Background: an optimization exercise with open tools, aiming at small area. Do not read the settings as production practice.
Power figures rest on the tool's default switching activity, not on a simulated workload.

Design cmd_int, start of the top module:
module cmd_int(
input    wire        i_clk,
input    wire        i_rst,
input    wire        i_data_valid,
input    wire [7:0]  i_data,
output   reg         o_buff_en,
output   wire        o_data_valid,
output   wire [7:0]  o_data,
output   reg         o_srst,
output   reg         o_pgrm_icap,
output   wire [26:0] o_ddr_strt_addr,
output   wire [19:0] o_trans_len,
output   reg         o_load,
input    wire  [19:0]i_icap_clk_cnt,
input    wire  [19:0]i_total_clk_cnt,
input    wire        i_uart_tx_buffer_full,
input    wire        i_dma_done,
output   reg         o_pr_reset
);
Size: ~960 cells after synthesis, ~280 flip-flops.
clock: 5.0 ns
lec_check: 0
cap_margin: 20
core_margin: 2
core_utilization: 70
place_density: 0.8
slew_margin: 20
standard.sh (not shown) runs the stock make flow with config.mk's settings and CLKGATE_MAP_FILE= SYNTH_SCRIPT=/design/flow/synth_recipe.tcl, a recipe that flattens the netlist after the stock synthesis.
==> flow/flow/run.sh <==
#!/bin/bash
# Own layout flow: the standard ORFS flow (standard.sh, unchanged synthesis),
# with two layout settings that ORFS reads from the environment:
#  - the port buffers that buffer_ports inserts use the smallest buffer cell
#    (every input and output port still gets its own buffer);
#  - clock tree synthesis without dummy loads, with the clustering given below.
set -euo pipefail
export BUFFER_PORTS_ARGS="-buffer_cell sky130_fd_sc_hd__buf_1"
export CTS_ARGS="-sink_clustering_enable -repair_clock_nets -dont_use_dummy_load -buf_list sky130_fd_sc_hd__clkbuf_4 -sink_clustering_size 10 -sink_clustering_max_diameter 40"
bash standard.sh finish > flow_standard.log 2>&1
Next try:
--- a/flow/flow/run.sh
+++ b/flow/flow/run.sh
@@ -8,3 +8,3 @@
 export BUFFER_PORTS_ARGS="-buffer_cell sky130_fd_sc_hd__buf_1"
-export CTS_ARGS="-sink_clustering_enable -repair_clock_nets -dont_use_dummy_load -buf_list sky130_fd_sc_hd__clkbuf_4 -sink_clustering_size 10 -sink_clustering_max_diameter 40"
+export CTS_ARGS="-sink_clustering_enable -repair_clock_nets -dont_use_dummy_load -buf_list sky130_fd_sc_hd__clkbuf_4 -sink_clustering_size 10 -sink_clustering_max_diameter 30"
 bash standard.sh finish > flow_standard.log 2>&1
--- a/flow/config.mk
+++ b/flow/config.mk
@@ -10,2 +10,3 @@
 export CORE_UTILIZATION = 70
+export GPL_TIMING_DRIVEN = 0
 export PLACE_DENSITY = 0.8
=>
- The new run passed the timing, design-rule and antenna checks
- die area is unchanged
- count of clock-buffer cells in the layout rises by 9
- final cell count rises by 4.9%
- area after synthesis is unchanged
- worst setup slack degrades by 170 ps
Next try:
--- a/flow/flow/run.sh
+++ b/flow/flow/run.sh
@@ -8,3 +8,3 @@
 export BUFFER_PORTS_ARGS="-buffer_cell sky130_fd_sc_hd__buf_1"
-export CTS_ARGS="-sink_clustering_enable -repair_clock_nets -dont_use_dummy_load -buf_list sky130_fd_sc_hd__clkbuf_4 -sink_clustering_size 10 -sink_clustering_max_diameter 30"
+export CTS_ARGS="-sink_clustering_enable -repair_clock_nets -dont_use_dummy_load -buf_list sky130_fd_sc_hd__clkbuf_4 -sink_clustering_size 12 -sink_clustering_max_diameter 30"
 bash standard.sh finish > flow_standard.log 2>&1
--- a/flow/config.mk
+++ b/flow/config.mk
@@ -9,5 +9,4 @@
 export CORE_MARGIN = 2
-export CORE_UTILIZATION = 70
-export GPL_TIMING_DRIVEN = 0
-export PLACE_DENSITY = 0.8
+export CORE_UTILIZATION = 75
+export PLACE_DENSITY = 0.85
 export SLEW_MARGIN = 20
After rerunning: Maximum frequency rises by a few percent. Non-clock buffer count falls by 54. Sequential share of layout area rises by 1.2 points. Worst setup slack gets better by 220 ps. Cell area falls slightly. Total power falls slightly.
Next try:
--- a/flow/flow/run.sh
+++ b/flow/flow/run.sh
@@ -8,3 +8,3 @@
 export BUFFER_PORTS_ARGS="-buffer_cell sky130_fd_sc_hd__buf_1"
-export CTS_ARGS="-sink_clustering_enable -repair_clock_nets -dont_use_dummy_load -buf_list sky130_fd_sc_hd__clkbuf_4 -sink_clustering_size 12 -sink_clustering_max_diameter 30"
+export CTS_ARGS="-sink_clustering_enable -repair_clock_nets -dont_use_dummy_load -buf_list sky130_fd_sc_hd__clkbuf_4 -sink_clustering_size 14 -sink_clustering_max_diameter 30"
 bash standard.sh finish > flow_standard.log 2>&1
--- a/flow/config.mk
+++ b/flow/config.mk
@@ -9,4 +9,4 @@
 export CORE_MARGIN = 2
-export CORE_UTILIZATION = 75
-export PLACE_DENSITY = 0.85
+export CORE_UTILIZATION = 70
+export PLACE_DENSITY = 0.8
 export SLEW_MARGIN = 20
Outcome:
- The new run completed with no timing, DRC or antenna violations
- final cell count is higher by 0.55%
- area after synthesis is unchanged
- cell area is unchanged
- power goes down by 0.61%
- sequential power is about the same
- fmax is about the same
- utilization went down by 6.2 points
- hold slack got worse by 21 ps
- setup slack got worse by 3.9 ps
Next try:
--- a/flow/flow/run.sh
+++ b/flow/flow/run.sh
@@ -8,3 +8,3 @@
 export BUFFER_PORTS_ARGS="-buffer_cell sky130_fd_sc_hd__buf_1"
-export CTS_ARGS="-sink_clustering_enable -repair_clock_nets -dont_use_dummy_load -buf_list sky130_fd_sc_hd__clkbuf_4 -sink_clustering_size 14 -sink_clustering_max_diameter 30"
+export CTS_ARGS="-sink_clustering_enable -repair_clock_nets -dont_use_dummy_load -buf_list {sky130_fd_sc_hd__clkbuf_2 sky130_fd_sc_hd__clkbuf_4 sky130_fd_sc_hd__clkbuf_8} -root_buf sky130_fd_sc_hd__clkbuf_8 -sink_clustering_buffer sky130_fd_sc_hd__clkbuf_4 -sink_clustering_size 12 -sink_clustering_max_diameter 40"
 bash standard.sh finish > flow_standard.log 2>&1
Result: Synthesized area stays the same; fmax increases by about 1.2%; count of clock-buffer cells in the layout goes down by 10; final area is lower by about 0.45%.
Next try:
--- a/flow/flow/run.sh
+++ b/flow/flow/run.sh
@@ -8,3 +8,3 @@
 export BUFFER_PORTS_ARGS="-buffer_cell sky130_fd_sc_hd__buf_1"
-export CTS_ARGS="-sink_clustering_enable -repair_clock_nets -dont_use_dummy_load -buf_list {sky130_fd_sc_hd__clkbuf_2 sky130_fd_sc_hd__clkbuf_4 sky130_fd_sc_hd__clkbuf_8} -root_buf sky130_fd_sc_hd__clkbuf_8 -sink_clustering_buffer sky130_fd_sc_hd__clkbuf_4 -sink_clustering_size 12 -sink_clustering_max_diameter 40"
+export CTS_ARGS="-sink_clustering_enable -repair_clock_nets -dont_use_dummy_load -buf_list sky130_fd_sc_hd__clkbuf_4 -sink_clustering_size 10 -sink_clustering_max_diameter 30"
 bash standard.sh finish > flow_standard.log 2>&1
--- a/flow/config.mk
+++ b/flow/config.mk
@@ -10,2 +10,4 @@
 export CORE_UTILIZATION = 70
+export GPL_ROUTABILITY_DRIVEN = 0
+export GPL_TIMING_DRIVEN = 0
 export PLACE_DENSITY = 0.8
What happened: The changed run ran to the end with no violations. Non-clock buffer count went up by 51. Worst setup slack degrades by 270 ps. Clock-buffer cell count went up by 15. Maximum frequency went down by 6.6%. Final area went up by 2.0%. Via count went up by 4.3%. Clock power went up by about 20%.
Function was not checked in any run of this note: the RTL went through the layout flow alone.

==> what the ideal ports hide <==
The results above use ideal ports. As a check the final layouts listed here were re-extracted and re-timed, cells and wires unchanged. Step 1: set_driving_cell puts a clkbuf_16 on i_clk and a buf_2 on each other input, an assumption about the parent block. Step 2 adds t to the input delays and takes it off the output delays; t is the mean of the earliest and latest rising clock arrival at the registers after step 1. Input paths then give back, and output paths get back, about the clock's delay inside the block. a / b / c = ideal / step 1 / step 2; a / b = the first two.
run | shift t [ns] | slack for setup (ns) | hold slack, ns
the first run | 0.611 | 1.094 / 1.057 / 1.437 | 0.483 / 0.483 / 0.483
the second run | 0.669 | 0.921 / 0.878 / 1.018 | 0.455 / 0.455 / 0.455
the third run | 0.635 | 1.143 / 1.103 / 1.334 | 0.498 / 0.498 / 0.498
the fourth run | 0.633 | 1.139 / 1.101 / 1.365 | 0.477 / 0.477 / 0.477
the fifth run | 0.549 | 1.184 / 1.144 / 1.424 | 0.484 / 0.484 / 0.484
the sixth run | 0.648 | 0.916 / 0.882 / 1.108 | 0.480 / 0.480 / 0.480
After both steps setup and hold are still met in every run listed.
